From an optimization exercise on the open Yosys and OpenROAD flow, aimed at small area, a short achievable clock period and few clock cycles; shortcuts taken in it are not production practice. In this exercise RTL edits were held to simulation tests only and were not proved equivalent to the original. No run shown here takes its clock network from TritonCTS; it comes from the design's own scripts or RTL. The clock port is modelled as an ideal driver, which makes a skipped or thinned clock tree look cheaper than it is; a real chip needs a root buffer or a tree. Power and IR drop assume default switching activity.

--- flow/constraint.sdc ---
create_clock -name core_clock -period 6.0 [get_ports {clk}]
set_input_delay 1.2000 -clock core_clock [delete_from_list [all_inputs] [get_ports {clk}]]
set_output_delay 1.2000 -clock core_clock [all_outputs]
set_load 0.01 [all_outputs]
--- flow/config.mk ---
export PLATFORM = sky130hd
export DESIGN_NAME = HT_TOP
export DESIGN_NICKNAME = HT_TOP
export VERILOG_FILES = /design/flow/design.v
export SDC_FILE = /design/flow/constraint.sdc
export NUM_CORES = 4
export LEC_CHECK = 0
export ABC_AREA = 1
export CAP_MARGIN = 20
export CORE_MARGIN = 2
export CORE_UTILIZATION = 40
export SETUP_SLACK_MARGIN = 3.95
export SLEW_MARGIN = 20
--- flow/design.v ---
module HT_TOP(
    input clk,
    input rst_n,
    input in_valid,
    input [2:0] in_weight,
    input out_mode,
    output reg out_valid,
    output reg out_code
);
function [3:0] add3(input [2:0] a, input [2:0] b);
    reg [2:0] g, p; reg [3:0] c;
    begin
        g = a & b; p = a ^ b;
        c[0] = 1'b0;
        c[1] = g[0];
        c[2] = g[1] | (p[1] & g[0]);
        c[3] = g[2] | (p[2] & g[1]) | (p[2] & p[1] & g[0]);
        add3 = {c[3], p ^ c[2:0]};
    end
endfunction
function [5:0] add6(input [5:0] a, input [5:0] b);
    reg [5:0] g, p, c;
    begin
        g = a & b; p = a ^ b;
        c[0] = 1'b0;
        c[1] = g[0];
        c[2] = g[1] | (p[1] & g[0]);
        c[3] = g[2] | (p[2] & g[1]) | (p[2] & p[1] & g[0]);
        c[4] = g[3] | (p[3] & g[2]) | (p[3] & p[2] & g[1]) | (p[3] & p[2] & p[1] & g[0]);
        c[5] = g[4] | (p[4] & g[3]) | (p[4] & p[3] & g[2]) | (p[4] & p[3] & p[2] & g[1])
             | (p[4] & p[3] & p[2] & p[1] & g[0]);
        add6 = p ^ c;
    end
endfunction
function ge3(input [2:0] a, input [2:0] b);
    reg [2:0] gt, lt;
    begin
        gt = a & ~b; lt = ~a & b;
        ge3 = ~(lt[2] | (~gt[2] & (lt[1] | (~gt[1] & lt[0]))));
    end
endfunction
function ge6(input [5:0] a, input [5:0] b);
    reg [5:0] gt, lt;
    reg l54, g54, l32, g32, l10;
    begin
        gt = a & ~b; lt = ~a & b;
        l54 = lt[5] | (~gt[5] & lt[4]);
        g54 = gt[5] | (~lt[5] & gt[4]);
        l32 = lt[3] | (~gt[3] & lt[2]);
        g32 = gt[3] | (~lt[3] & gt[2]);
        l10 = lt[1] | (~gt[1] & lt[0]);
        ge6 = ~(l54 | (~g54 & (l32 | (~g32 & l10))));
    end
endfunction
reg       iv;               
always @(posedge clk or negedge rst_n) begin
    if (!rst_n)
        iv <= 1'b0;
    else
        iv <= in_valid;
end
always @(posedge clk) begin
end
localparam IDLE = 2'd0, IN = 2'd1, MERGE = 2'd2, OUT = 2'd3;
reg [1:0] phase;
reg [2:0] cnt;             
reg [4:0] coh;             
reg [5:0] w [0:7];
reg [2:0] m [0:7];         
reg [5:0] Y;               
reg [6:0] cr [0:4];        
reg [4:0] rootbit;         
reg       rb;              
reg merging;                
wire in_phase = !merging;
wire [2:0] k = cnt;         
wire md = mode;
reg [2:0] label [0:4];
wire [2:0] lab0 [0:4];
assign lab0[0] = 3'd4;
assign lab0[1] = md ? 3'd2 : 3'd5;
assign lab0[2] = md ? 3'd5 : 3'd6;
assign lab0[3] = md ? 3'd0 : 3'd7;
assign lab0[4] = md ? 3'd1 : 3'd3;
wire [7:0] valid = {|k, k[2] | k[1], k[2] | (k[1] & k[0]), k[2],
                    k[2] & (k[1] | k[0]), k[2] & k[1], &k, 1'b0};
wire [9:0] st, c;
genvar g;
generate
    for (g = 0; g < 8; g = g + 1) begin : cmp
        assign c[g]  = ge6(w[g], Y);
        assign st[g] = valid[g] && c[g];
    end
endgenerate
assign st[9:8] = 2'b11;
assign c[9:8]  = 2'b11;
wire [5:0] nw = Y;
wire [2:0] nm = in_phase ? k : m[1];
wire [5:0] wx [0:9];
wire [2:0] mx [0:9];
generate
    for (g = 0; g < 8; g = g + 1) begin : ext
        assign wx[g] = w[g];
        assign mx[g] = m[g];
    end
endgenerate
assign wx[8] = 6'h3f; assign wx[9] = 6'h3f;
assign mx[8] = 3'd0;  assign mx[9] = 3'd0;
wire [3:0] s_in_a = add3(Y[2:0], w[1][2:0]);
wire [3:0] s_in_b = add3(w[1][2:0], w[2][2:0]);
wire [5:0] s_m_a = add6(Y, w[2]);
wire [5:0] s_m_b = add6(w[2], w[3]);
wire [5:0] s_next = in_phase ? (st[2] ? {2'd0, s_in_a} : {2'd0, s_in_b})
                             : (c[3] ? s_m_a : s_m_b);
wire [7:0] selA, selB;
wire [8:0] dN = {nm, nw};
generate
    for (g = 0; g < 8; g = g + 1) begin : upd
        assign selA[g] = in_phase ? st[g] : (g > 0 ? c[g+1] : 1'b0);
        assign selB[g] = in_phase ? st[g+1] : c[g+2];
        wire s0 = in_phase & selA[g];
        wire s1 = in_phase ? ~selB[g] : selA[g];
        wire s2 = ~in_phase & ~selB[g];
        wire sn = ~selA[g] & selB[g];
        wire [8:0] nxt = ({9{s0}} & {mx[g], wx[g]}) | ({9{s1}} & {mx[g+1], wx[g+1]})
                       | ({9{s2}} & {mx[g+2], wx[g+2]}) | ({9{sn}} & dN);
        always @(posedge clk) begin
            w[g] <= nxt[5:0];
            m[g] <= nxt[8:6];
        end
    end
endgenerate
always @(posedge clk)
    Y <= ip_next ? {3'd0, in_weight} : s_next;
reg [4:0] in0, in1;
integer jj;
always @(*)
    for (jj = 0; jj < 5; jj = jj + 1) begin
        in0[jj] = (label[jj] == m[0]);
        in1[jj] = (label[jj] == m[1]);
    end
always @(posedge clk)
    for (jj = 0; jj < 5; jj = jj + 1)
        if (in_phase)
            label[jj] <= lab0[jj];
        else if (in0[jj] | in1[jj])
            label[jj] <= m[1];
wire fuse = (phase == MERGE) && (cnt == 3'd5);
wire ip_next = !((phase == IN && cnt == 3'd7) || (phase == MERGE && !fuse));
integer j;
always @(posedge clk) begin
    for (j = 0; j < 5; j = j + 1) begin
        if (phase == IDLE || phase == IN)
            cr[j] <= 7'd1;
        else if (phase == MERGE) begin
            if (in0[j] | in1[j])
                cr[j] <= {cr[j][5:0], in0[j]};
            if (fuse)
                rootbit[j] <= ~((in0[j] | in1[j]) ^ c[2]);
        end else if (coh[j] && !rb)
            cr[j] <= {1'b0, cr[j][6:1]};
    end
end
reg [4:0] emp, lst, top;
always @(*) begin
    for (j = 0; j < 5; j = j + 1) begin
        emp[j] = (cr[j] == 7'd1);
        lst[j] = (cr[j][6:1] == 6'd1);
        top[j] = cr[j][0];
    end
end
wire cempty = |(coh & emp);
wire last = |(coh & lst);
wire adv = rb ? cempty : last;       
wire empty0 = (cr[0] == 7'd1) && !(in0[0] | in1[0]);
always @(posedge clk or negedge rst_n) begin
    if (!rst_n) begin
        phase <= IDLE;
        out_valid <= 1'b0;
        out_code <= 1'b0;
    end else begin
        case (phase)
            IDLE: begin
                out_valid <= 1'b0;
                if (iv) phase <= IN;
            end
            IN: begin
                if (cnt == 3'd7) phase <= MERGE;
            end
            MERGE: begin
                if (fuse) begin
                    phase <= OUT;
                    out_valid <= 1'b1;
                    out_code <= ~((in0[0] | in1[0]) ^ c[2]);
                end
            end
            OUT: begin
                out_code <= |(coh & (rb ? rootbit : top));
                if (adv && coh[4]) phase <= IDLE;
            end
        endcase
    end
end
always @(posedge clk or negedge rst_n) begin
    if (!rst_n)
        merging <= 1'b0;
    else
        merging <= !ip_next;
end
always @(posedge clk or negedge rst_n) begin
    if (!rst_n)
        cnt <= 3'd0;
    else if ((phase == IDLE && iv) || phase == IN || (phase == MERGE && !fuse))
        cnt <= cnt + 3'd1;
    else if (fuse)
        cnt <= 3'd0;
end
reg mode;
always @(posedge clk)
    if (in_valid && !iv)
        mode <= out_mode;
always @(posedge clk) begin
    case (phase)
        MERGE: begin
            coh <= empty0 ? 5'b00010 : 5'b00001;
            rb <= empty0;
        end
        OUT: begin
            if (adv) begin
                coh <= {coh[3:0], 1'b0};
                rb <= 1'b1;
            end else
                rb <= 1'b0;
        end
    endcase
end
endmodule
--- flow/flow/run.sh ---
#!/bin/bash
# Own flow: the standard layout, with a hook after CTS that replaces the
# clock tree by four clkbuf_16 fed by the clock port (flow/reclk.tcl).
set -euo pipefail
W=$(pwd)
export FLOW_FLOW_DIR="$W/flow"
export POST_CTS_TCL="$W/flow/post_cts.tcl"
bash standard.sh finish > "$W/standard_flow.log" 2>&1
--- flow/flow/reclk.tcl ---
proc my_reclock {} {
  set block [ord::get_db_block]
  set clkport_net [$block findNet clk]
  set recs {}
  foreach p [all_registers -clock_pins] {
    set it [sta::sta_to_db_pin $p]
    set loc [[$it getInst] getLocation]
    lappend recs [list $it [lindex $loc 0] [lindex $loc 1]]
  }
  # four groups of equal size
  set byx [lsort -integer -index 1 $recs]
  set n [llength $byx]
  set h [expr {$n / 2}]
  set halves [list [lrange $byx 0 [expr {$h - 1}]] [lrange $byx $h end]]
  set groups {}
  foreach half $halves {
    set byy [lsort -integer -index 2 $half]
    set m [llength $byy]
    set k [expr {$m / 2}]
    lappend groups [lrange $byy 0 [expr {$k - 1}]] [lrange $byy $k end]
  }
  # the old tree: its nets
  set oldnets {}
  foreach dnet [$block getNets] {
    if {[string match "clknet_*" [$dnet getName]]} { lappend oldnets $dnet }
  }
  # new buffers and nets; move the clock pins to them. Each quarter has a
  # root buffer on the clock port feeding two leaf buffers, each leaf feeding
  # half of the quarter's clock pins.
  set master [[ord::get_db] findMaster sky130_fd_sc_hd__buf_12]
  $clkport_net setSigType CLOCK
  set q 0
  foreach grp $groups {
    set rnet [odb::dbNet_create $block "bclk_rnet$q"]
    $rnet setSigType CLOCK
    set rbuf [odb::dbInst_create $block $master "bclk_rbuf$q"]
    [$rbuf findITerm A] connect $clkport_net
    [$rbuf findITerm X] connect $rnet
    set byx [lsort -integer -index 1 $grp]
    set c [llength $byx]
    set k [expr {$c / 2}]
    set rx 0; set ry 0
    set l 0
    foreach sub [list [lrange $byx 0 [expr {$k - 1}]] [lrange $byx $k end]] {
      set cnet [odb::dbNet_create $block "bclk_net${q}_$l"]
      $cnet setSigType CLOCK
      set buf [odb::dbInst_create $block $master "bclk_buf${q}_$l"]
      [$buf findITerm A] connect $rnet
      [$buf findITerm X] connect $cnet
      set sx 0; set sy 0
      foreach r $sub {
        set it [lindex $r 0]
        if {[$it getNet] ne "NULL"} { $it disconnect }
        $it connect $cnet
        set sx [expr {$sx + [lindex $r 1]}]; set sy [expr {$sy + [lindex $r 2]}]
      }
      set cs [llength $sub]
      set bx [expr {$sx / $cs}]; set by [expr {$sy / $cs}]
      $buf setLocation $bx $by
      $buf setPlacementStatus PLACED
      set rx [expr {$rx + $bx}]; set ry [expr {$ry + $by}]
      puts "my_reclock: bclk_buf${q}_$l drives $cs clock pins"
      incr l
    }
    $rbuf setLocation [expr {$rx / 2}] [expr {$ry / 2}]
    $rbuf setPlacementStatus PLACED
    incr q
  }
  # remove what is left of the old tree: its buffers, dummy loads and nets
  set dead {}
  foreach it [$clkport_net getITerms] {
    set inst [$it getInst]
    if {![string match "bclk_*" [$inst getName]]} { lappend dead $inst }
  }
  foreach dnet $oldnets {
    foreach it [$dnet getITerms] { lappend dead [$it getInst] }
  }
  set names {}
  foreach inst $dead {
    set nm [$inst getName]
    if {[lsearch -exact $names $nm] < 0} { lappend names $nm }
  }
  foreach nm $names {
    set inst [$block findInst $nm]
    puts "my_reclock: removing $nm ([[$inst getMaster] getName])"
    foreach it [$inst getITerms] {
      if {[$it getNet] ne "NULL"} { $it disconnect }
    }
    odb::dbInst_destroy $inst
  }
  foreach dnet $oldnets { odb::dbNet_destroy $dnet }
}
--- flow/standard.sh ---
#!/bin/bash
# synth_recipe.tcl (not shown) runs the flow's synth.tcl, then flattens the netlist and writes it again
# the make line also repeats each setting of config.mk as NAME=value (left out here)
make -C /OpenROAD-flow-scripts/flow DESIGN_CONFIG=/design/flow/config.mk WORK_HOME=/design/flow/orfs CLKGATE_MAP_FILE= SYNTH_SCRIPT=/design/flow/synth_recipe.tcl "${@:-finish}"
--- flow/flow/post_cts.tcl ---
# POST_CTS hook (see run.sh): rebuild the clock tree one buffer deep, then
# legalize and repair as ORFS's CTS step does.
source $::env(FLOW_FLOW_DIR)/reclk.tcl
my_reclock
detailed_placement
estimate_parasitics -placement
repair_timing_helper
detailed_placement
check_placement -verbose
==> run notes, run 1 <==
CELLS AND AREA
------------------------------------------------------------------------------------------
Share of layout cells above drive strength 1                                         0.112
Layout area overhead                                                                 12.1%
Final nets                                                                            1361
Total non-filler cell area in the finished layout                              10100 sq um
Number of antenna repair diodes                                                          0

CTS
------------------------------------------------------------------------------------------
Total clock sinks                                                                      143
Clock latency of the later-clocked register in the worst-skew pair                 0.23 ns
Clock edge transition at the registers on the reported setup and hold paths        0.08 ns

TIMING
------------------------------------------------------------------------------------------
Slew Limit Fails                                                                         0
Count of final setup violators                                                           0
Setup repair after global routing missed its margin                                   true
Total negative slack                                                                  0 ns
Share of the clock period used by the worst path after layout                        0.330
Crit path time final                                                               1.98 ns
Slew HR                                                                              0.499
Final hold violations                                                                    0
Final Worst Setup Slack                                                            4.02 ns
Post-route clock skew                                                            0.0127 ns
Achievable Freq                                                                  0.506 GHz
Pin slew with the least headroom to its limit                                     0.746 ns

SYNTH
------------------------------------------------------------------------------------------
Synthesis-stage register bit count                                                     143
Ys async rst share                                                                  0.0629
Synth top area share                                                                 0.245
Syn. warnings                                                                            5
Most common flop cell mapped by yosys                                         sky130_fd_sc_hd__dfxtp_1
Post-synth EDFFs                                                                        24
Ranking of synthesized cells by area                                          sky130_fd_sc_hd__dfxtp_1, sky130_fd_sc_hd__nand2_1, sky130_fd_sc_hd__nand3_1
Cell type contributing the most total cell area after synthesis               sky130_fd_sc_hd__dfxtp_1
Post-synthesis cell type count                                                          45
Post-synthesis instance total                                                         1292
Synthesized area                                                                9010 sq um
Average instance area after synthesis                                           6.97 sq um
Synthesized net count                                                                 1344
Fraction of the yosys area taken by sequential cells                                 0.350

PLACEMENT
------------------------------------------------------------------------------------------
Post-DP Area                                                                    9220 sq um
Worst-case setup slack after placement                                             3.13 ns
IO Port Bufs                                                                             8
RD Place Congestion                                                                  0.864
Half-perimeter wire length after placement                                         17.6 mm

GLOBAL ROUTING
------------------------------------------------------------------------------------------
Gr ovfl total                                                                            0
First-pass GRT wire length                                                         41.3 mm
Antenna violations before repair                                                         0
Pin count of the biggest net entering global routing                                    44
Vias in the first global route                                                        7930
Gr usage total                                                                       0.213

CRITICAL PATH
------------------------------------------------------------------------------------------
Critical Setup Path Class                                                       reg -> reg
Peak per-stage delay on the critical path                                          0.41 ns
Nature of the critical path endpoint                                              register
Worst setup SP type                                                               register
Most numerous cell on the critical path                                       sky130_fd_sc_hd__inv_1
Cell Chain, Critical Path                                                     inv_1 -> ha_1 -> nand2_1 -> nand3_1 -> nand2_2 -> inv_1 -> a21oi_1
Critical-path maximum fanout                                                            16
Slowest cell on the critical path                                             sky130_fd_sc_hd__dfrtp_1
Signal arrival time at the worst endpoint                                          2.09 ns
Required time reported for the critical path endpoint                              6.11 ns
Number of cells on the worst reg-to-reg path                                             7

RUN
------------------------------------------------------------------------------------------
Max-Cap Viols                                                                            0

WORST HOLD PATH
------------------------------------------------------------------------------------------
Worst hold path depth                                                                    2
Type of the worst min-delay path                                                reg -> reg

ROUTE
------------------------------------------------------------------------------------------
Post-detailed-route DRC marker count                                                     0
Vias after detailed routing                                                           8457
DRT Pass-1 Iters                                                                         5
Antenna Violating Nets Remaining                                                         0
Total routed wirelength                                                            25.3 mm
WL per Instance                                                               15.9 microns
DRC marker count from the first detailed-route iteration                               591
Average via count per standard cell                                                   5.33

POWER AND IR DROP
------------------------------------------------------------------------------------------
IR Drop Worst-Case VDD                                                            0.296 mV
Leakage dissipation                                                                4.58 nW
Pwr Total                                                                          6.63 mW
Power density of the placed cells                                              657 nW/um^2

DIE
------------------------------------------------------------------------------------------
Overall die area                                                               23700 sq um
Num ports                                                                                9
Placeable core region                                                          22000 sq um
Effective utilization at floorplan                                                   0.410
Width of the chip                                                              154 microns
Vertical die dimension                                                         154 microns
Row Count                                                                               54

OUTCOME
------------------------------------------------------------------------------------------
Run status                                                                    complete, no violations

[synthesized netlist by cell type, types with 3 or more instances]
cell / instances
sky130_fd_sc_hd__nand2_1: 320
sky130_fd_sc_hd__nand3_1: 184
sky130_fd_sc_hd__inv_1: 134
sky130_fd_sc_hd__nor2_1: 130
sky130_fd_sc_hd__dfxtp_1: 110
sky130_fd_sc_hd__o21ai_0: 70
sky130_fd_sc_hd__ha_1: 41
sky130_fd_sc_hd__a21oi_1: 35
sky130_fd_sc_hd__xnor2_1: 35
sky130_fd_sc_hd__nand4_1: 32
sky130_fd_sc_hd__a31oi_1: 25
sky130_fd_sc_hd__edfxtp_1: 24
sky130_fd_sc_hd__buf_2: 18
sky130_fd_sc_hd__clkbuf_1: 17
sky130_fd_sc_hd__nand2_2: 17
sky130_fd_sc_hd__o211ai_1: 10
sky130_fd_sc_hd__o21ai_1: 10
sky130_fd_sc_hd__dfrtp_1: 9
sky130_fd_sc_hd__xor2_1: 8
sky130_fd_sc_hd__inv_2: 6
sky130_fd_sc_hd__buf_4: 5
sky130_fd_sc_hd__buf_6: 5
sky130_fd_sc_hd__nand2_4: 5
sky130_fd_sc_hd__o22ai_1: 5
sky130_fd_sc_hd__fa_1: 4
sky130_fd_sc_hd__buf_1: 3
sky130_fd_sc_hd__nor2_2: 3
[registers in the layout, indices dropped and copies added, names as in the netlist, 3 cells and up]
name / flops
cr: 35
rootbit: 5
cnt: 3
w: 42
m: 24
coh: 5
Y: 6
label: 15
[area by class of cell]
type                       instances  area, sq um
timing repair buffer              46          453
timing repair inverter             2         10.0
buffer                            12          240
fill                            2211        11900
sequential                       143         3180
inverter                         145          577
multi-input combinational        959         5290
tap                              280          350
[kinds of logic (layout without fill, tap and decap cells)]
logic type                 count (synthesis)  after routing  synth area share
adders and majority gates                 45             45            0.0659
and+or+nand+nor                          702            704             0.347
buffers and inverters                    193            205            0.0899
DFF                                      143            143             0.350
xor gates and xnor gates                  43             43            0.0418
AOI/OAI and AO/OA                        166            167             0.105
[metrics by stage]
step,util,hold WS (ns),cells
3_3_place_gp,0.420,0.461,1537
2_1_floorplan,-,0.442,1292
6_report,0.460,0.477,1587
3_5_place_dp,0.420,0.466,1537
5_1_grt,0.460,0.497,1587
[worst max-delay path, delay by kind of cell, from the launching register on]
| family | cells | cell delay, ns |
|---|---|---|
| adders and majority gates | 1 | 0.32 |
| buffers and inverters | 2 | 0.50 |
| AOI/OAI and AO/OA | 1 | 0.10 |
| DFF | 1 | 0.41 |
| and+or+nand+nor | 3 | 0.53 |
[path summary, 6_finish.rpt]
path	startpoint	to	slack (ns)
hold reg to reg	cr[2][0]	cr[2][1]	0.48
min in group asynchronous	rst_n	cnt[1]	1.27
setup / recovery	cnt[0]	w[7][1]	4.02
hold / removal	cr[2][0]	cr[2][1]	0.48
setup reg to reg	cnt[0]	w[7][1]	4.02
max in group asynchronous	rst_n	merging	4.41
[layer usage]
metal  global-route usage  wire length, microns  up-vias
met4               0.0632                   477        0
met2                0.345                 11600      170
met3               0.0282                  1100       26
met1                0.298                 12100     3986
li1                     -                     -     4275
met5                    0                     0        -
[placed cells by master, fill, tap and decap left out, types with 3 or more instances in the layout]
| cell type | instances |
|---|---|
| sky130_fd_sc_hd__inv_1 | 129 |
| sky130_fd_sc_hd__dfrtp_1 | 8 |
| sky130_fd_sc_hd__fa_1 | 4 |
| sky130_fd_sc_hd__xor2_1 | 8 |
| sky130_fd_sc_hd__xnor2_1 | 35 |
| sky130_fd_sc_hd__clkdlybuf4s50_1 | 5 |
| sky130_fd_sc_hd__nand3_2 | 6 |
| sky130_fd_sc_hd__o21ai_1 | 9 |
| sky130_fd_sc_hd__o21ai_4 | 4 |
| sky130_fd_sc_hd__inv_2 | 6 |
| sky130_fd_sc_hd__buf_4 | 31 |
| sky130_fd_sc_hd__dfxtp_2 | 7 |
| sky130_fd_sc_hd__buf_12 | 15 |
| sky130_fd_sc_hd__nand2_4 | 11 |
| sky130_fd_sc_hd__edfxtp_1 | 24 |
| sky130_fd_sc_hd__nor2_4 | 4 |
| sky130_fd_sc_hd__nor2_1 | 126 |
| sky130_fd_sc_hd__dfxtp_4 | 6 |
| sky130_fd_sc_hd__clkinvlp_4 | 3 |
| sky130_fd_sc_hd__nand3_1 | 178 |
| sky130_fd_sc_hd__dfxtp_1 | 97 |
| sky130_fd_sc_hd__a31oi_1 | 25 |
| sky130_fd_sc_hd__nand3_4 | 3 |
| sky130_fd_sc_hd__nand2_1 | 313 |
| sky130_fd_sc_hd__nand2_2 | 17 |
| sky130_fd_sc_hd__ha_1 | 39 |
| sky130_fd_sc_hd__nor2_2 | 4 |
| sky130_fd_sc_hd__a21oi_1 | 35 |
| sky130_fd_sc_hd__o211ai_1 | 10 |
| sky130_fd_sc_hd__o21ai_0 | 70 |
| sky130_fd_sc_hd__o22ai_1 | 5 |
| sky130_fd_sc_hd__nand4_1 | 32 |
[report_power, final]
| group | leakage [nW] | total (mW) | internal (mW) | switching, mW |
|---|---|---|---|---|
| clock | 0.113 | 0.635 | 0.316 | 0.319 |
| combinational | 3.20 | 4.09 | 1.45 | 2.64 |
| sequential | 1.27 | 1.90 | 1.46 | 0.449 |
Testbench counts, summed over its fixed seeds: cycles 17,157.
==> inputs of run 2 (changes only) <==
--- a/flow/config.mk
+++ b/flow/config.mk
@@ -10,4 +10,4 @@
 export CORE_MARGIN = 2
 export CORE_UTILIZATION = 40
-export SETUP_SLACK_MARGIN = 3.95
+export SETUP_SLACK_MARGIN = 4.0
 export SLEW_MARGIN = 20
==> run 2 against run 1 <==
  * Still clean on timing, DRC and antenna
  * Core utilization about the same
  * Combinational power about the same
  * Final cell count about the same
  * Critical path type is now reg -> out
  * Largest cell class unchanged
==> run notes, run 2 <==
RUN
------------------------------------------------------------------------------------------
Max-Cap Viols                                                                            0

CRITICAL PATH
------------------------------------------------------------------------------------------
Signal arrival time at the worst endpoint                                          0.78 ns
Peak per-stage delay on the critical path                                          0.41 ns
Critical Setup Path Class                                                       reg -> out
Required time reported for the critical path endpoint                              4.80 ns
Slowest cell on the critical path                                             sky130_fd_sc_hd__dfrtp_1
Worst setup SP type                                                               register
CP bufs+invs                                                                             1
Nature of the critical path endpoint                                            output pin
Critical-path maximum fanout                                                             2
Cell Chain, Critical Path                                                            buf_2
Top Family by Delay on Critical Path                                            flip-flops

ROUTE
------------------------------------------------------------------------------------------
Antenna Violating Nets Remaining                                                         0
Post-detailed-route DRC marker count                                                     0
DRT Pass-1 Iters                                                                         6
Total routed wirelength                                                            25.3 mm
Vias after detailed routing                                                           8435
Average via count per standard cell                                                   5.32
DRC marker count from the first detailed-route iteration                               557
WL per Instance                                                               15.9 microns

GLOBAL ROUTING
------------------------------------------------------------------------------------------
Gr usage total                                                                       0.213
Met1 Usage GRT                                                                       0.296
Antenna violations before repair                                                         0
Met2 Use GR                                                                          0.343
First-pass GRT wire length                                                         41.3 mm
Most congested layer reported by global routing                                       met2
Global routing usage on met3                                                        0.0299
Pin count of the biggest net entering global routing                                    44
Gr ovfl total                                                                            0
Vias in the first global route                                                        7975

TIMING
------------------------------------------------------------------------------------------
Slew HR                                                                              0.527
Achievable Freq                                                                  0.506 GHz
Final hold violations                                                                    0
Crit path time final                                                               1.98 ns
Total negative slack                                                                  0 ns
Post-route clock skew                                                            0.0154 ns
Post-Route Hold Slack                                                             0.475 ns
Pin slew with the least headroom to its limit                                     0.705 ns
Share of the clock period used by the worst path after layout                        0.329
Count of final setup violators                                                           0
Slew Limit Fails                                                                         0
Setup repair after global routing missed its margin                                   true

CTS
------------------------------------------------------------------------------------------
Total clock sinks                                                                      143
Clock latency of the later-clocked register in the worst-skew pair                 0.23 ns
Clock edge transition at the registers on the reported setup and hold paths        0.08 ns

SYNTH
------------------------------------------------------------------------------------------
Post-synthesis instance total                                                         1292
Synthesis-stage register bit count                                                     143
Post-synthesis cell type count                                                          45
Cell type contributing the most total cell area after synthesis               sky130_fd_sc_hd__dfxtp_1
Ys async rst share                                                                  0.0629
Most common flop cell mapped by yosys                                         sky130_fd_sc_hd__dfxtp_1
Syn. warnings                                                                            5
Post-synth EDFFs                                                                        24
Top post-synthesis cells by count                                             sky130_fd_sc_hd__nand2_1, sky130_fd_sc_hd__nand3_1, sky130_fd_sc_hd__inv_1, sky130_fd_sc_hd__nor2_1, sky130_fd_sc_hd__dfxtp_1
Synthesized area                                                                9010 sq um
Average instance area after synthesis                                           6.97 sq um
Most frequent cell after synthesis                                            sky130_fd_sc_hd__nand2_1
Synthesized net count                                                                 1344
Ranking of synthesized cells by area                                          sky130_fd_sc_hd__dfxtp_1, sky130_fd_sc_hd__nand2_1, sky130_fd_sc_hd__nand3_1
Fraction of the yosys area taken by sequential cells                                 0.350
Synth top area share                                                                 0.245

WORST HOLD PATH
------------------------------------------------------------------------------------------
Type of the worst min-delay path                                                reg -> reg

DIE
------------------------------------------------------------------------------------------
Overall die area                                                               23700 sq um
Vertical die dimension                                                         154 microns
Effective utilization at floorplan                                                   0.410
Row Count                                                                               54
Width of the chip                                                              154 microns
Num ports                                                                                9
Placeable core region                                                          22000 sq um

PLACEMENT
------------------------------------------------------------------------------------------
IO Port Bufs                                                                             8
RD Place Congestion                                                                  0.864
Half-perimeter wire length after placement                                         17.6 mm

CELLS AND AREA
------------------------------------------------------------------------------------------
Number of antenna repair diodes                                                          0
Most common library cell in the layout ignoring fill and taps                 sky130_fd_sc_hd__nand2_1
Final nets                                                                            1360
Most frequent cells in the layout                                             sky130_fd_sc_hd__nand2_1, sky130_fd_sc_hd__nand3_1, sky130_fd_sc_hd__inv_1, sky130_fd_sc_hd__nor2_1, sky130_fd_sc_hd__dfxtp_1
Number of flip-flops in the largest register                                            42
Share of layout cells above drive strength 1                                         0.115
Layout area overhead                                                                 12.0%
Register containing the most flip-flops in the final layout                              w
Largest registers                                                             w x42, cr x35, m x24

OUTCOME
------------------------------------------------------------------------------------------
Run status                                                                    complete, no violations

POWER AND IR DROP
------------------------------------------------------------------------------------------
Power density of the placed cells                                              660 nW/um^2
IR Drop Worst-Case VDD                                                            0.267 mV
Leakage dissipation                                                                4.55 nW

run 2: cell counts after synthesis:
No cell type changed its count.
run 2: worst paths after layout:
check / start / endpoint / slack [ns] / depth (start not counted)
setup reg to reg: Y[0] / w[5][3] / 4.06 / 11
max in group asynchronous: rst_n / merging / 4.40 / 1
hold reg to reg: cr[0][0] / cr[0][1] / 0.47 / 2
hold / removal: cr[0][0] / cr[0][1] / 0.47 / 2
min in group asynchronous: rst_n / iv / 1.28 / 1
setup / recovery: out_code / out_code / 4.02 / 1
run 2: kinds of logic after synthesis:
group | synth area share
buf+inv | 0.0899
simple gates | 0.347
xor+xnor | 0.0418
compound gates | 0.105
fa+ha+maj | 0.0659
flops | 0.350
run 2: report_power, final:
part           total, mW  internal (mW)  switching, mW  leakage (nW)
combinational       4.12           1.47           2.65          3.17
sequential          1.91           1.46          0.453          1.27
clock              0.636          0.316          0.319         0.113
run 2: per-layer routing:
metal | part of all wire | vias up | wire, microns
li1 | - | 4276 | -
met1 | 0.47 | 3969 | 12000
met2 | 0.46 | 161 | 11600
met3 | 0.048 | 29 | 1210
met4 | 0.020 | 0 | 497
met5 | 0 | - | 0
run 2: layout make-up:
cell class	count	area, sq um
Fill cell	2206	11900
Inverter	145	588
Tap cell	280	350
Timing Repair inverter	1	5.00
Timing Repair Buffer	45	428
Buffer	12	240
Multi-Input combinational cell	960	5290
Sequential cell	143	3180
run 2: metrics by stage:
step	std cells	power (mW)	instance area [sq um]	worst slack [ns]	utilization
finish	1586	6.66	10100	4.02	0.459
global route	1586	7.28	10100	3.92	0.459
detailed placement	1537	5.53	9220	3.13	0.420
global placement	1537	5.49	9220	3.18	0.420
floorplan	1292	4.64	9010	4.01	-
==> inputs of run 3 (changes only) <==
--- a/flow/design.v
+++ b/flow/design.v
@@ -149,17 +149,20 @@
 wire ip_next = !((phase == IN && cnt == 3'd7) || (phase == MERGE && !fuse));
 integer j;
-always @(posedge clk) begin
-    for (j = 0; j < 5; j = j + 1) begin
-        if (phase == IDLE || phase == IN)
-            cr[j] <= 7'd1;
-        else if (phase == MERGE) begin
-            if (in0[j] | in1[j])
-                cr[j] <= {cr[j][5:0], in0[j]};
-            if (fuse)
-                rootbit[j] <= ~((in0[j] | in1[j]) ^ c[2]);
-        end else if (coh[j] && !rb)
-            cr[j] <= {1'b0, cr[j][6:1]};
-    end
-end
+always @(posedge clk)
+    for (j = 0; j < 5; j = j + 1)
+        if (fuse)
+            rootbit[j] <= ~((in0[j] | in1[j]) ^ c[2]);
+wire clr = (phase == IDLE || phase == IN);
+generate
+    for (g = 0; g < 5; g = g + 1) begin : stk
+        wire push = (phase == MERGE) && (in0[g] | in1[g]);
+        wire pop = (phase == OUT) && coh[g] && !rb;
+        wire keep = !clr && !push && !pop;
+        wire [6:0] nxt = ({7{clr}} & 7'd1) | ({7{push}} & {cr[g][5:0], in0[g]})
+                       | ({7{pop}} & {1'b0, cr[g][6:1]}) | ({7{keep}} & cr[g]);
+        always @(posedge clk)
+            cr[g] <= nxt;
+    end
+endgenerate
 reg [4:0] emp, lst, top;
 always @(*) begin
==> run 3 against run 2 <==
  * Maximum frequency about the same
  * Design area about the same
  * Combinational power decreased by 3%
  * Critical path depth is the same
  * Via count fell by 0.28%
  * Register-to-register slack about the same
  * Largest cell class unchanged
  * Still clean
  * Clock power up 0.8%
==> run notes, run 3 <==
CELLS AND AREA
------------------------------------------------------------------------------------------
Layout area overhead                                                                 12.0%
Number of flip-flops in the largest register                                            42
Most frequent cells in the layout                                             sky130_fd_sc_hd__nand2_1, sky130_fd_sc_hd__nand3_1, sky130_fd_sc_hd__inv_1, sky130_fd_sc_hd__nor2_1, sky130_fd_sc_hd__dfxtp_1
Fin cells                                                                             1574
Number of fill cells in the layout                                                    2230
Flip-flop and latch area                                                        3180 sq um
Final nets                                                                            1348
Area of the multi-input gates                                                   5200 sq um
Largest registers                                                             w x42, cr x35, m x24
Most common library cell in the layout ignoring fill and taps                 sky130_fd_sc_hd__nand2_1
Register containing the most flip-flops in the final layout                              w
Number of antenna repair diodes                                                          0
Share of layout cells above drive strength 1                                         0.128

CTS
------------------------------------------------------------------------------------------
Clock edge transition at the registers on the reported setup and hold paths        0.08 ns
Clock latency of the later-clocked register in the worst-skew pair                 0.23 ns
Total clock sinks                                                                      143

SYNTH
------------------------------------------------------------------------------------------
Synthesized area                                                                9000 sq um
Post-synth EDFFs                                                                        24
Top post-synthesis cells by count                                             sky130_fd_sc_hd__nand2_1, sky130_fd_sc_hd__nand3_1, sky130_fd_sc_hd__inv_1, sky130_fd_sc_hd__nor2_1, sky130_fd_sc_hd__dfxtp_1
Synthesized net count                                                                 1321
Most frequent cell after synthesis                                            sky130_fd_sc_hd__nand2_1
Largest family of logic cells by synthesized area                             simple AND/OR/NAND/NOR gates
Most common flop cell mapped by yosys                                         sky130_fd_sc_hd__dfxtp_1
Synth top area share                                                                 0.245
Post-synthesis instance total                                                         1269
Multiplexer share of the synthesized area                                                0
Fraction of the yosys area taken by sequential cells                                 0.350
Cell type contributing the most total cell area after synthesis               sky130_fd_sc_hd__dfxtp_1
Compound-gate portion of the synthesized area                                       0.0807
Ranking of synthesized cells by area                                          sky130_fd_sc_hd__dfxtp_1, sky130_fd_sc_hd__nand2_1, sky130_fd_sc_hd__nand3_1
Syn. warnings                                                                            5
Xor and xnor area share after synthesis                                             0.0399
Post-synthesis cell type count                                                          46
Ys async rst share                                                                  0.0629
Average instance area after synthesis                                           7.10 sq um
Adder-Cell Fraction of Synth Area                                                   0.0659
Synthesis-stage register bit count                                                     143
Synthesized-area fraction occupied by and/or/nand/nor cells                          0.363

GLOBAL ROUTING
------------------------------------------------------------------------------------------
Gr usage total                                                                       0.218
Gr ovfl total                                                                            0
Pin count of the biggest net entering global routing                                    78
Vias in the first global route                                                        8051
First-pass GRT wire length                                                         42.0 mm
Antenna violations before repair                                                         0

TIMING
------------------------------------------------------------------------------------------
Crit path time final                                                               1.98 ns
Slew HR                                                                              0.510
Pin slew with the least headroom to its limit                                     0.730 ns
Final hold violations                                                                    0
Achievable Freq                                                                  0.506 GHz
Slew Limit Fails                                                                         0
Total negative slack                                                                  0 ns
Final Worst Setup Slack                                                            4.02 ns
Count of final setup violators                                                           0
Post-Route Hold Slack                                                             0.478 ns
Share of the clock period used by the worst path after layout                        0.329
Setup repair after global routing missed its margin                                   true
Post-route clock skew                                                            0.0169 ns

PLACEMENT
------------------------------------------------------------------------------------------
RD Place Congestion                                                                  0.871
Worst-case setup slack after placement                                             3.38 ns
IO Port Bufs                                                                             8
Half-perimeter wire length after placement                                         18.3 mm
Number of cells in the design after placement                                         1525

DIE
------------------------------------------------------------------------------------------
Num ports                                                                                9
Vertical die dimension                                                         154 microns
Row Count                                                                               54
Width of the chip                                                              154 microns
Effective utilization at floorplan                                                   0.410
Placeable core region                                                          22000 sq um
Overall die area                                                               23700 sq um

CRITICAL PATH
------------------------------------------------------------------------------------------
CP bufs+invs                                                                             1
Peak per-stage delay on the critical path                                          0.41 ns
Slowest cell on the critical path                                             sky130_fd_sc_hd__dfrtp_1
Nature of the critical path endpoint                                            output pin
Cell Chain, Critical Path                                                            buf_2
Signal arrival time at the worst endpoint                                          0.78 ns
Critical-path maximum fanout                                                             2
Top Family by Delay on Critical Path                                            flip-flops
FF-to-FF setup slack                                                               4.07 ns
Required time reported for the critical path endpoint                              4.80 ns
Worst setup SP type                                                               register
Critical Setup Path Class                                                       reg -> out

ROUTE
------------------------------------------------------------------------------------------
Detailed-route wire length on metal 1                                              11.7 mm
DR WL met3                                                                         1.21 mm
Antenna Violating Nets Remaining                                                         0
Uppermost layer routed                                                                met4
DRC marker count from the first detailed-route iteration                               697
Total routed wirelength                                                            26.2 mm
Post-detailed-route DRC marker count                                                     0
Vias after detailed routing                                                           8411
Average via count per standard cell                                                   5.34
WL per Instance                                                               16.7 microns
Amount of wire on met2 after detailed routing                                      12.7 mm
DRT Pass-1 Iters                                                                         6

POWER AND IR DROP
------------------------------------------------------------------------------------------
Power density of the placed cells                                              650 nW/um^2
IR Drop Worst-Case VDD                                                            0.300 mV
Leakage dissipation                                                                4.66 nW
Pwr Total                                                                          6.55 mW

WORST HOLD PATH
------------------------------------------------------------------------------------------
Type of the worst min-delay path                                                reg -> reg

RUN
------------------------------------------------------------------------------------------
Max-Cap Viols                                                                            0

OUTCOME
------------------------------------------------------------------------------------------
Run status                                                                    complete, no violations

==> run 3: logic make-up after synthesis <==
logic type,Yosys count
AND/OR/NAND/NOR,716
XOR/XNOR,41
adder cells (fa/ha/maj),45
flip-flops,143
buffers and inverters,204
AO/OA/AOI/OAI,120
==> run 3: final timing paths <==
path,cells past startpoint,to,from
hold / removal,2,cr[2][4],cr[2][5]
max in group asynchronous,1,merging,rst_n
setup / recovery,1,out_code,out_code
hold reg to reg,2,cr[2][4],cr[2][5]
setup reg to reg,14,m[1][2],Y[1]
min in group asynchronous,1,cnt[2],rst_n
==> run 3: power by group <==
group / switching [mW] / internal, mW
Clock: 0.324 / 0.317
Sequential: 0.474 / 1.43
Combinational: 2.59 / 1.41
Total: 3.39 / 3.16
==> run 3: worst register-to-register path, delay by kind of cell, from the launching register on <==
kind | cells | cell delay (ns)
buffers and inverters | 4 | 0.53
and+or+nand+nor | 9 | 0.79
DFF | 1 | 0.34
adders and majority gates | 1 | 0.17
==> run 3: stage by stage <==
stage,util,area (sq um)
5_1_grt,0.459,10100
3_3_place_gp,0.419,9200
6_report,0.459,10100
3_5_place_dp,0.419,9200
2_1_floorplan,-,9000
==> run 3: per-layer routing <==
layer,global-route usage,vias to the layer above
met5,0,-
met4,0.0676,0
met3,0.0209,41
met2,0.377,219
met1,0.287,3939
li1,-,4212
==> run 3: layout make-up <==
type / count / area share
Sequential cell: 143 / 0.315
Multi-Input combinational cell: 923 / 0.516
Timing Repair Buffer: 47 / 0.0417
Buffer: 12 / 0.0238
Tap cell: 280 / 0.0347
Timing Repair inverter: 1 / 0.000620
Inverter: 168 / 0.0680
Testbench counts of run 3, summed over its fixed seeds: cycles 17,157.
==> inputs of run 4 (changes only) <==
--- a/flow/design.v
+++ b/flow/design.v
@@ -126,5 +126,5 @@
                        | ({9{s2}} & {mx[g+2], wx[g+2]}) | ({9{sn}} & dN);
         always @(posedge clk) begin
-            w[g] <= nxt[5:0];
+            w[g] <= (g < 2) ? {1'b0, nxt[4:0]} : nxt[5:0];
             m[g] <= nxt[8:6];
         end
==> run 4 against run 3 <==
  * Die area decreased by 0.97%
  * Still clean
  * Synthesized area decreased by 1.0%
  * Register-to-register slack got worse by 0.07 ns
  * First-iteration DRC count decreased by 12%
  * Critical path type is now reg -> reg
  * Clock skew about the same
  * Worst hold slack got worse by 0.018 ns
  * Worst setup slack got worse by 0.020 ns
  * Power decreased by 2.2%
  * Maximum frequency decreased by 1.0%
  * Design area decreased by 1.6%
  * Core utilization decreased by 0.43 points
  * Clock power decreased by 2%
==> run notes, run 4 <==
OUTCOME
------------------------------------------------------------------------------------------
Run status                                                                    complete, no violations

SYNTH
------------------------------------------------------------------------------------------
Most frequent cell after synthesis                                            sky130_fd_sc_hd__nand2_1
Synthesis-stage register bit count                                                     142
Fraction of the yosys area taken by sequential cells                                 0.351
Top post-synthesis cells by count                                             sky130_fd_sc_hd__nand2_1, sky130_fd_sc_hd__nand3_1, sky130_fd_sc_hd__inv_1, sky130_fd_sc_hd__nor2_1, sky130_fd_sc_hd__dfxtp_1
Synth top area share                                                                 0.245
Average instance area after synthesis                                           7.10 sq um
Cell type contributing the most total cell area after synthesis               sky130_fd_sc_hd__dfxtp_1
Ys async rst share                                                                  0.0634
Post-synth EDFFs                                                                        24
Syn. warnings                                                                            5
Post-synthesis instance total                                                         1255
Synthesized net count                                                                 1307
Ranking of synthesized cells by area                                          sky130_fd_sc_hd__dfxtp_1, sky130_fd_sc_hd__nand2_1, sky130_fd_sc_hd__nand3_1
Post-synthesis cell type count                                                          48
Synthesized area                                                                8910 sq um
Most common flop cell mapped by yosys                                         sky130_fd_sc_hd__dfxtp_1

CRITICAL PATH
------------------------------------------------------------------------------------------
Signal arrival time at the worst endpoint                                          2.11 ns
Critical-path maximum fanout                                                             8
FF-to-FF setup slack                                                               4.00 ns
Critical Path Start                                                                   Y[5]
Worst setup SP type                                                               register
Critical Path End                                                                  w[2][3]
Critical register-to-register path startpoint                                         Y[5]
Nature of the critical path endpoint                                              register
Destination of the worst register-to-register timing path                          w[2][3]
Critical Setup Path Class                                                       reg -> reg
Number of cells on the worst reg-to-reg path                                            11
Required time reported for the critical path endpoint                              6.11 ns

CTS
------------------------------------------------------------------------------------------
Clock latency of the later-clocked register in the worst-skew pair                 0.23 ns
Clock edge transition at the registers on the reported setup and hold paths        0.08 ns
Total clock sinks                                                                      142

ROUTE
------------------------------------------------------------------------------------------
WL per Instance                                                               16.2 microns
Total routed wirelength                                                            25.1 mm
Average via count per standard cell                                                   5.38
DRC marker count from the first detailed-route iteration                               614
Antenna Violating Nets Remaining                                                         0
Uppermost layer routed                                                                met4
DRT Pass-1 Iters                                                                         5
DR WL met3                                                                         1.36 mm
Amount of wire on met2 after detailed routing                                      12.2 mm
Post-detailed-route DRC marker count                                                     0
Vias after detailed routing                                                           8341
Detailed-route wire length on metal 1                                              10.8 mm

PLACEMENT
------------------------------------------------------------------------------------------
IO Port Bufs                                                                             8
Half-perimeter wire length after placement                                         17.7 mm
RD Place Congestion                                                                  0.885
Post-DP Area                                                                    9110 sq um

CELLS AND AREA
------------------------------------------------------------------------------------------
Total non-filler cell area in the finished layout                               9930 sq um
Most frequent cells in the layout                                             sky130_fd_sc_hd__nand2_1, sky130_fd_sc_hd__nand3_1, sky130_fd_sc_hd__inv_1, sky130_fd_sc_hd__nor2_1, sky130_fd_sc_hd__dfxtp_1
Number of flip-flops in the largest register                                            41
Largest registers                                                             w x41, cr x35, m x24
Layout area overhead                                                                 11.4%
Share of layout cells above drive strength 1                                         0.125
Final nets                                                                            1325
Register containing the most flip-flops in the final layout                              w
Most common library cell in the layout ignoring fill and taps                 sky130_fd_sc_hd__nand2_1
Number of antenna repair diodes                                                          0

TIMING
------------------------------------------------------------------------------------------
Post-route clock skew                                                            0.0165 ns
Final hold violations                                                                    0
Setup repair after global routing missed its margin                                   true
Share of the clock period used by the worst path after layout                        0.333
Slew Limit Fails                                                                         0
Slew HR                                                                              0.557
Count of final setup violators                                                           0
Total negative slack                                                                  0 ns
Achievable Freq                                                                  0.501 GHz
Pin slew with the least headroom to its limit                                     0.660 ns
Crit path time final                                                               2.00 ns

POWER AND IR DROP
------------------------------------------------------------------------------------------
Share of power burned in registers                                                   0.299
Clock share of power                                                                 0.098
Net switching power                                                                3.27 mW
IR Drop Worst-Case VDD                                                            0.267 mV
Internal power summed over all cells                                               3.14 mW
Leakage dissipation                                                                4.53 nW
Switching part of the total power                                                    0.510
Power density of the placed cells                                              645 nW/um^2
Combinational share of power                                                         0.603

GLOBAL ROUTING
------------------------------------------------------------------------------------------
First-pass GRT wire length                                                         41.0 mm
Antenna violations before repair                                                         0
Gr usage total                                                                       0.212
Pin count of the biggest net entering global routing                                    67
Gr ovfl total                                                                            0
Vias in the first global route                                                        8023

RUN
------------------------------------------------------------------------------------------
Max-Cap Viols                                                                            0

WORST HOLD PATH
------------------------------------------------------------------------------------------
Type of the worst min-delay path                                                reg -> reg

DIE
------------------------------------------------------------------------------------------
Num ports                                                                                9
Width of the chip                                                              153 microns
Row Count                                                                               54
Overall die area                                                               23500 sq um
Placeable core region                                                          21800 sq um
Vertical die dimension                                                         153 microns
Effective utilization at floorplan                                                   0.408

## run 4: how the worst min path moves through the flow
| stage | to | slack, ns | startpoint | depth (start not counted) |
|---|---|---|---|---|
| after floorplan | cr[0][1] | 0.44 | cr[0][2] | 2 |
| after global placement | cr[4][3] | 0.45 | cr[4][4] | 2 |
| after detailed placement | cr[2][4] | 0.45 | cr[2][5] | 2 |
| after global routing | cr[2][4] | 0.49 | cr[2][5] | 2 |
| final | cr[2][4] | 0.46 | cr[2][5] | 2 |
## run 4: layer usage
metal  track usage  vias to the layer above
met5             0                        -
met1         0.270                     3916
met2         0.371                      241
met3        0.0230                       47
met4        0.0772                        0
li1              -                     4137
## run 4: power groups by stage
stage	Sequential [mW]	Combinational, mW	Clock [mW]
floorplan	1.68	2.79	0
global placement	1.93	3.34	0
detailed placement	1.93	3.38	0
global route	1.96	4.32	0.677
finish	1.91	3.86	0.629
## run 4: logic make-up (layout without fill, tap and decap cells)
logic type,Yosys count,in the layout,synth area share
compound gates,121,121,0.0834
xor+xnor,41,41,0.0403
fa+ha+maj,45,45,0.0665
buf+inv,201,216,0.0988
flops,142,142,0.351
simple gates,705,706,0.360
## run 4: critical path, stage by stage (launching register included)
cell and delay (ns):
sky130_fd_sc_hd__dfxtp_1 0.40, sky130_fd_sc_hd__buf_6 0.18, sky130_fd_sc_hd__ha_2 0.21, sky130_fd_sc_hd__inv_1 0.07
sky130_fd_sc_hd__a21oi_2 0.15, sky130_fd_sc_hd__nand2_2 0.13, sky130_fd_sc_hd__nand4_1 0.17, sky130_fd_sc_hd__buf_6 0.15
sky130_fd_sc_hd__clkinvlp_4 0.15, sky130_fd_sc_hd__nand2_1 0.09, sky130_fd_sc_hd__nand2_1 0.04, sky130_fd_sc_hd__nand3b_1 0.15
## run 4: through the flow
step / utilization / total power, mW / instances / hold slack, ns / setup WS, ns
after floorplan: - / 4.48 / 1255 / 0.436 / 4.03
after global placement: 0.417 / 5.27 / 1508 / 0.447 / 3.19
after detailed placement: 0.417 / 5.31 / 1508 / 0.455 / 3.07
after global routing: 0.455 / 6.96 / 1551 / 0.487 / 3.94
final: 0.455 / 6.41 / 1551 / 0.461 / 4.00
## run 4: final cells by class
type	instances	area, sq um
Multi-Input combinational cell	913	5140
Fill cell	2229	11900
Tap cell	280	350
Buffer	12	240
Timing Repair inverter	1	7.51
Inverter	163	664
Sequential cell	142	3160
Timing Repair Buffer	40	359
Testbench counts of run 4, summed over its fixed seeds: cycles 17,157.
==> inputs of run 5 (changes only) <==
--- a/flow/config.mk
+++ b/flow/config.mk
@@ -10,4 +10,5 @@
 export CORE_MARGIN = 2
 export CORE_UTILIZATION = 40
+export PLACE_DENSITY = 0.7
 export SETUP_SLACK_MARGIN = 4.0
 export SLEW_MARGIN = 20
==> run 5 against run 4 <==
  * Critical path depth decreased by 10
  * Final cell count about the same
  * Still clean on timing, DRC and antenna
  * Sequential cell count unchanged
  * Sequential power about the same
  * Worst setup slack got worse by 0.0083 ns
  * Highest routed layer unchanged
  * Combinational power about the same
  * Routed wire length decreased by 3.1%
  * Critical path type is now reg -> out
==> run notes, run 5 <==
OUTCOME
------------------------------------------------------------------------------------------
Run status                                                                    complete, no violations

SYNTH
------------------------------------------------------------------------------------------
Top post-synthesis cells by count                                             sky130_fd_sc_hd__nand2_1, sky130_fd_sc_hd__nand3_1, sky130_fd_sc_hd__inv_1, sky130_fd_sc_hd__nor2_1, sky130_fd_sc_hd__dfxtp_1
Synthesis-stage register bit count                                                     142
Average instance area after synthesis                                           7.10 sq um
Syn. warnings                                                                            5
Adder-Cell Fraction of Synth Area                                                   0.0665
Post-synthesis instance total                                                         1255
Largest family of logic cells by synthesized area                             simple AND/OR/NAND/NOR gates
Cell type contributing the most total cell area after synthesis               sky130_fd_sc_hd__dfxtp_1
Fraction of the yosys area taken by sequential cells                                 0.351
Synthesized area                                                                8910 sq um
Compound-gate portion of the synthesized area                                       0.0834
Xor and xnor area share after synthesis                                             0.0403
Synth top area share                                                                 0.245
Synthesized-area fraction occupied by and/or/nand/nor cells                          0.360
Ys async rst share                                                                  0.0634
Post-synthesis cell type count                                                          48
Most common flop cell mapped by yosys                                         sky130_fd_sc_hd__dfxtp_1
Multiplexer share of the synthesized area                                                0
Most frequent cell after synthesis                                            sky130_fd_sc_hd__nand2_1
Synthesized net count                                                                 1307
Post-synth EDFFs                                                                        24
Ranking of synthesized cells by area                                          sky130_fd_sc_hd__dfxtp_1, sky130_fd_sc_hd__nand2_1, sky130_fd_sc_hd__nand3_1

ROUTE
------------------------------------------------------------------------------------------
DRC marker count from the first detailed-route iteration                               629
Post-detailed-route DRC marker count                                                     0
Antenna Violating Nets Remaining                                                         0
Average via count per standard cell                                                   5.42
Vias after detailed routing                                                           8416
Total routed wirelength                                                            24.3 mm
DRT Pass-1 Iters                                                                         7
WL per Instance                                                               15.6 microns

TIMING
------------------------------------------------------------------------------------------
Final hold violations                                                                    0
Share of the clock period used by the worst path after layout                        0.334
Count of final setup violators                                                           0
Slew Limit Fails                                                                         0
Crit path time final                                                               2.01 ns
Slew HR                                                                              0.430
Achievable Freq                                                                  0.499 GHz
Setup repair after global routing missed its margin                                   true
Pin slew with the least headroom to its limit                                     0.849 ns
Post-route clock skew                                                            0.0146 ns
Total negative slack                                                                  0 ns
Final Worst Setup Slack                                                            3.99 ns

CTS
------------------------------------------------------------------------------------------
Total clock sinks                                                                      142
Clock latency of the later-clocked register in the worst-skew pair                 0.23 ns
Clock edge transition at the registers on the reported setup and hold paths        0.08 ns

CELLS AND AREA
------------------------------------------------------------------------------------------
Total non-filler cell area in the finished layout                               9900 sq um
Share of layout cells above drive strength 1                                         0.118
Most common library cell in the layout ignoring fill and taps                 sky130_fd_sc_hd__nand2_1
Number of flip-flops in the largest register                                            41
Most frequent cells in the layout                                             sky130_fd_sc_hd__nand2_1, sky130_fd_sc_hd__nand3_1, sky130_fd_sc_hd__inv_1, sky130_fd_sc_hd__nor2_1, sky130_fd_sc_hd__dfxtp_1
Fin cells                                                                             1552
Register containing the most flip-flops in the final layout                              w
Largest registers                                                             w x41, cr x35, m x24
Number of antenna repair diodes                                                          0
Layout area overhead                                                                 11.1%
Number of fill cells in the layout                                                    2136
Final nets                                                                            1326

PLACEMENT
------------------------------------------------------------------------------------------
Worst-case setup slack after placement                                             3.09 ns
Number of cells in the design after placement                                         1507
Half-perimeter wire length after placement                                         16.8 mm
IO Port Bufs                                                                             8
Post-DP Area                                                                    9100 sq um
RD Place Congestion                                                                  0.861

CRITICAL PATH
------------------------------------------------------------------------------------------
FF-to-FF setup slack                                                               4.05 ns
Cell Chain, Critical Path                                                            buf_2
Worst setup SP type                                                               register
Nature of the critical path endpoint                                            output pin
Signal arrival time at the worst endpoint                                          0.81 ns
Slowest cell on the critical path                                             sky130_fd_sc_hd__dfrtp_1
Critical register-to-register path startpoint                                         Y[1]
Destination of the worst register-to-register timing path                          w[5][3]
Critical Path End                                                                 out_code
Critical-path maximum fanout                                                             2
Total stage count of the critical path                                                   1
Required time reported for the critical path endpoint                              4.80 ns
Critical Setup Path Class                                                       reg -> out
Peak per-stage delay on the critical path                                          0.42 ns
Critical Path Start                                                               out_code
Number of cells on the worst reg-to-reg path                                            12
CP bufs+invs                                                                             1
Top Family by Delay on Critical Path                                            flip-flops

POWER AND IR DROP
------------------------------------------------------------------------------------------
Leakage dissipation                                                                4.56 nW
Switching part of the total power                                                    0.509
Share of power burned in registers                                                   0.300
Internal power summed over all cells                                               3.15 mW
Power density of the placed cells                                              647 nW/um^2
Net switching power                                                                3.26 mW
Combinational share of power                                                         0.602
Clock share of power                                                                 0.098
IR Drop Worst-Case VDD                                                            0.512 mV

DIE
------------------------------------------------------------------------------------------
Vertical die dimension                                                         153 microns
Placeable core region                                                          21800 sq um
Width of the chip                                                              153 microns
Overall die area                                                               23500 sq um
Row Count                                                                               54
Effective utilization at floorplan                                                   0.408
Num ports                                                                                9

GLOBAL ROUTING
------------------------------------------------------------------------------------------
Pin count of the biggest net entering global routing                                    44
Most congested layer reported by global routing                                       met2
Met1 Usage GRT                                                                       0.257
Vias in the first global route                                                        7860
First-pass GRT wire length                                                         39.4 mm
Gr ovfl total                                                                            0
Global routing usage on met3                                                        0.0303
Antenna violations before repair                                                         0
Met2 Use GR                                                                          0.340
Gr usage total                                                                       0.200

WORST HOLD PATH
------------------------------------------------------------------------------------------
Worst hold path depth                                                                    2
Type of the worst min-delay path                                                reg -> reg

RUN
------------------------------------------------------------------------------------------
Max-Cap Viols                                                                            0

run 5: worst min path at each step:
stage / startpoint / to / slack (ns)
final: cr[2][3] / cr[2][2] / 0.47
after global routing: cr[2][3] / cr[2][2] / 0.50
after floorplan: cr[0][2] / cr[0][1] / 0.44
after global placement: cr[0][5] / cr[0][4] / 0.45
after detailed placement: cr[2][2] / cr[2][1] / 0.45
run 5: layout make-up:
type	count	area (sq um)	share of cell area
inverters	163	659	0.0666
multi-input cells	912	5110	0.516
flip-flops and latches	142	3160	0.319
well taps	280	350	0.0354
repair buffers	43	385	0.0389
plain buffers	12	240	0.0243
run 5: power groups by stage:
| stage | Clock [mW] | Sequential, mW | Combinational, mW |
|---|---|---|---|
| 2_1_floorplan | 0 | 1.68 | 2.79 |
| 3_3_place_gp | 0 | 1.93 | 3.26 |
| 3_5_place_dp | 0 | 1.94 | 3.33 |
| 5_1_grt | 0.672 | 1.97 | 4.29 |
| 6_report | 0.630 | 1.92 | 3.86 |
run 5: worst min-delay path: cells and delay by family (launching register included):
family	cells	cell delay, ns
flip-flops	1	0.33
AND/OR/NAND/NOR	1	0.05
AO/OA/AOI/OAI	1	0.06
run 5: per-layer routing:
layer	share of wire	vias up
met2	0.48	284
met1	0.43	3926
met3	0.057	67
met5	0	-
li1	-	4139
met4	0.031	0
run 5: stage by stage:
stage / power [mW] / hold WS (ns) / utilization
6_report: 6.41 / 0.470 / 0.454
3_5_place_dp: 5.27 / 0.454 / 0.417
5_1_grt: 6.93 / 0.497 / 0.454
2_1_floorplan: 4.48 / 0.436 / -
3_3_place_gp: 5.19 / 0.447 / 0.417
run 5: kinds of logic after synthesis:
| family | Yosys count |
|---|---|
| DFF | 142 |
| and+or+nand+nor | 705 |
| AOI/OAI and AO/OA | 121 |
| adders and majority gates | 45 |
| buffers and inverters | 201 |
| xor gates and xnor gates | 41 |

## static timing again, ports no longer ideal
How much do the figures lean on ideal ports? The routed layouts below were timed once more, with nothing changed but the port constraints.
Step 1 (the two cells are an assumption about what drives the block):
set clk [get_ports {clk}]
set_driving_cell -lib_cell sky130_fd_sc_hd__clkbuf_16 $clk
set_driving_cell -lib_cell sky130_fd_sc_hd__buf_2 [delete_from_list [all_inputs] $clk]
Step 2 moves the port delays by t, midway between the first and last clock arrival at a register: inputs arrive t later, outputs are due t later. That takes back most of the time a late clock gives input paths.
a / b / c = no drivers / after step 1 / after step 2; a / b = the first two.
run	shift t [ns]	setup WS [ns]	clock arrival spread, ns	worst data-port slew with drivers (ns)
run 1	0.322	4.022 / 3.930 / 4.022	0.013 / 0.013	0.04
run 2	0.322	4.025 / 3.926 / 3.929	0.015 / 0.015	0.04
run 3	0.323	4.023 / 3.926 / 3.867	0.018 / 0.018	0.04
run 4	0.320	4.003 / 3.964 / 3.889	0.018 / 0.018	0.04
run 5	0.321	3.995 / 3.902 / 3.860	0.015 / 0.015	0.04
After both steps every run listed still meets setup and hold. The setup slack of run 3, which loses most, moves by -0.097 ns with the drivers and by -0.156 ns with both steps.
